Context: an optimization exercise on an open-source flow, tuned for small area, a short achievable clock period and few clock cycles per item. The choices shown serve that exercise and are no tape-out recipe. Only simulation tests tie the RTL to the original design; equivalence was not proved.

## booth_multiplier
module booth_multiplier(
	input			clk,
	input			rst_n,
	input [32:0]	data1,
	input [32:0]	data2,
	input			valid_i,
	output			ready_o,
	input			ready_i,
	output			valid_o,
	output [63:0] 	res
);
	reg			va, vs, vr;
	reg			nrdy, vo;
	reg [32:0]	a1, s1, s2;
	reg [16:0]	a_one, a_two;
	reg [15:0]	a_neg;
	reg [63:0]	r;
	wire [63:0]	prod;
	wire		r_free = ~vr | ready_i;
	wire		a_load = r_free | ~va;
	wire		acc = valid_i & ~vs;
	assign ready_o = ~nrdy;
	assign valid_o = vo;
	assign res = r;
	wire [32:0]	b_in = vs ? s2 : data2;
	wire [34:0]	b_ext = {1'b0, b_in, 1'b0};
	wire [16:0]	e_one, e_two;
	wire [15:0]	e_neg;
	genvar j;
	generate
		for (j = 0; j < 17; j = j + 1) begin : enc
			assign e_one[j] = b_ext[2*j+1] ^ b_ext[2*j];
			assign e_two[j] = (b_ext[2*j+2] & ~b_ext[2*j+1] & ~b_ext[2*j]) |
			                  (~b_ext[2*j+2] & b_ext[2*j+1] & b_ext[2*j]);
			if (j < 16) begin : n
				assign e_neg[j] = b_ext[2*j+2];
			end
		end
	endgenerate
	always @(posedge clk or negedge rst_n) begin
		if (!rst_n) begin
			va <= 1'b0;
			vs <= 1'b0;
			vr <= 1'b0;
			nrdy <= 1'b0;
			vo <= 1'b0;
		end else begin
			if (r_free) begin
				vr <= va;
				vo <= va;
			end
			if (a_load)
				va <= vs | acc;
			if (vs)
				vs <= ~r_free;
			else
				vs <= acc & ~a_load;
			if (nrdy)
				nrdy <= ~r_free;
			else
				nrdy <= acc & ~a_load;
		end
	end
	always @(posedge clk) begin
		if (a_load) begin
			a1 <= vs ? s1 : data1;
			a_one <= e_one;
			a_two <= e_two;
			a_neg <= e_neg;
		end
		if (~vs) begin
			s1 <= data1;
			s2 <= data2;
		end
		if (r_free)
			r <= prod;
	end
	mul33 u_mul (.a(a1), .one(a_one), .two(a_two), .neg(a_neg), .p(prod));
endmodule
For scale: ~3000 cells after synthesis, ~220 flip-flops, ~140 I/O pins, about 30000 µm² of cells after synthesis.
==> flow/config.mk <==
export PLATFORM = sky130hd
export DESIGN_NAME = booth_multiplier
export DESIGN_NICKNAME = booth_multiplier
export VERILOG_FILES = /design/flow/design.v
export SDC_FILE = /design/flow/constraint.sdc
export NUM_CORES = 4
export LEC_CHECK = 0
export ABC_AREA = 1
export CAP_MARGIN = 20
export CELL_PAD_IN_SITES_DETAIL_PLACEMENT = 2
export CELL_PAD_IN_SITES_GLOBAL_PLACEMENT = 2
export CORE_MARGIN = 2
export CORE_UTILIZATION = 30
export CTS_BUF_LIST = sky130_fd_sc_hd__clkbuf_8
export PLACE_DENSITY = 0.5
export SLEW_MARGIN = 20
export SYNTH_HIERARCHICAL = 1
export SYNTH_MINIMUM_KEEP_SIZE = 0
==> flow/constraint.sdc <==
create_clock -name core_clock -period 32.0 [get_ports {clk}]
set_input_delay 6.4000 -clock core_clock [delete_from_list [all_inputs] [get_ports {clk}]]
set_output_delay 6.4000 -clock core_clock [all_outputs]
set_load 0.01 [all_outputs]
standard.sh (not shown) runs the stock make flow with config.mk's settings and CLKGATE_MAP_FILE= SYNTH_SCRIPT=/design/flow/synth_recipe.tcl, a recipe that flattens the netlist after the stock synthesis.
==> flow/flow/run.sh <==
#!/bin/bash
# The standard layout (standard.sh) with extra ORFS make variables:
#  - port buffers use a plain buffer cell (buf_2) instead of the default choice
#  - flow/extra.txt, if present, holds one more VAR=VALUE per line
set -euo pipefail
ARGS=("BUFFER_PORTS_ARGS=-buffer_cell sky130_fd_sc_hd__buf_2")
if [[ -f flow/extra.txt ]]; then
  while read -r line; do [[ -n "$line" ]] && ARGS+=("$line"); done < flow/extra.txt
fi
bash standard.sh "${ARGS[@]}" finish > make.log 2>&1
Testbench counts at the start, summed over its fixed seeds: cycles 2,064, items 2,048.
Next try:
CTS_BUF_LIST = unset   (was sky130_fd_sc_hd__clkbuf_8)
CTS_CLUSTER_DIAMETER = 100   (was unset)
CTS_CLUSTER_SIZE = 20   (was unset)
The changed run went through all stages and came out clean.
Wire length decreases slightly.
Global-route usage went down by 0.23 points.
Clock skew came out lower by 0.017 ns.
Synthesized cell count stays the same.
Via count falls slightly.
Flip-flop and latch count stays the same.
Non-clock buffer count is unchanged.
Worst setup slack improved by 0.089 ns.
Critical path depth does not change.
Maximum frequency increases slightly.
Next try:
CTS_CLUSTER_DIAMETER = unset   (was 100)
CTS_CLUSTER_SIZE = unset   (was 20)
The new run ran to the end with no violations.
Utilization went up by 0.31 points.
Non-clock buffer count stays the same.
Register-to-register slack stays flat.
Wire length is about the same.
Critical path depth is unchanged.
Synthesized area is unchanged.
Hold slack is worse by 0.0087 ns.
Next try:
==> flow/flow/extra.txt (new file) <==
SETUP_SLACK_MARGIN=25
Outcome: The changed run completed with no timing, DRC or antenna violations. Flip-flop and latch count does not change. Synthesized area is unchanged. Critical path depth is higher by 1. Via count grows slightly.
Next try:
CORE_UTILIZATION = 45   (was 30)
PLACE_DENSITY = 0.6   (was 0.5)
=> Final area went down slightly; clock skew barely changes; critical path depth went down by 1; setup slack improves by 0.023 ns; flip-flop and latch count does not change; core utilization went up by 17 points.
Next try:
CORE_UTILIZATION = 30   (was 45)
CTS_CLUSTER_DIAMETER = 120   (was unset)
CTS_CLUSTER_SIZE = 30   (was unset)
PLACE_DENSITY = 0.5   (was 0.6)
removed: flow/flow/extra.txt
Cell count is higher by about 9%.
Worst setup slack is about the same.
Die area is higher by 49%.
Synthesized area is unchanged.
Critical path depth is higher by 1.
Worst hold slack is better by 0.0093 ns.
First-iteration DRC count is lower by about 44%.

-- port drivers added, routing unchanged --
Ports are ideal in the flow. The routed layouts listed here were re-timed in OpenROAD. Step 1, drivers: a clkbuf_16 drives clk and a buf_2 each remaining input, both assumed. Step 2 moves the port delays by t, midway between the first and last clock arrival at a register: inputs arrive t later, outputs are due t later. That takes back most of the time a late clock gives input paths. Slacks: ideal / step 1 / step 2; pairs: ideal / step 1.
run	t, ns	setup WS [ns]	hold WS [ns]
the first run	0.760	24.292 / 24.231 / 23.876	0.454 / 0.454 / 0.454
the second run	0.673	24.381 / 24.310 / 23.915	0.461 / 0.461 / 0.461
the third run	0.710	24.365 / 24.291 / 23.908	0.452 / 0.452 / 0.452
the fourth run	0.694	24.381 / 24.313 / 24.364	0.453 / 0.453 / 0.453
the fifth run	0.681	24.404 / 24.330 / 24.381	0.455 / 0.455 / 0.455
the sixth run	0.661	24.402 / 24.323 / 23.913	0.464 / 0.464 / 0.464
After both steps every run listed still meets setup and hold. For the sixth run, which loses most, drivers alone change the setup slack by -0.079 ns; drivers and shift together by -0.489 ns.
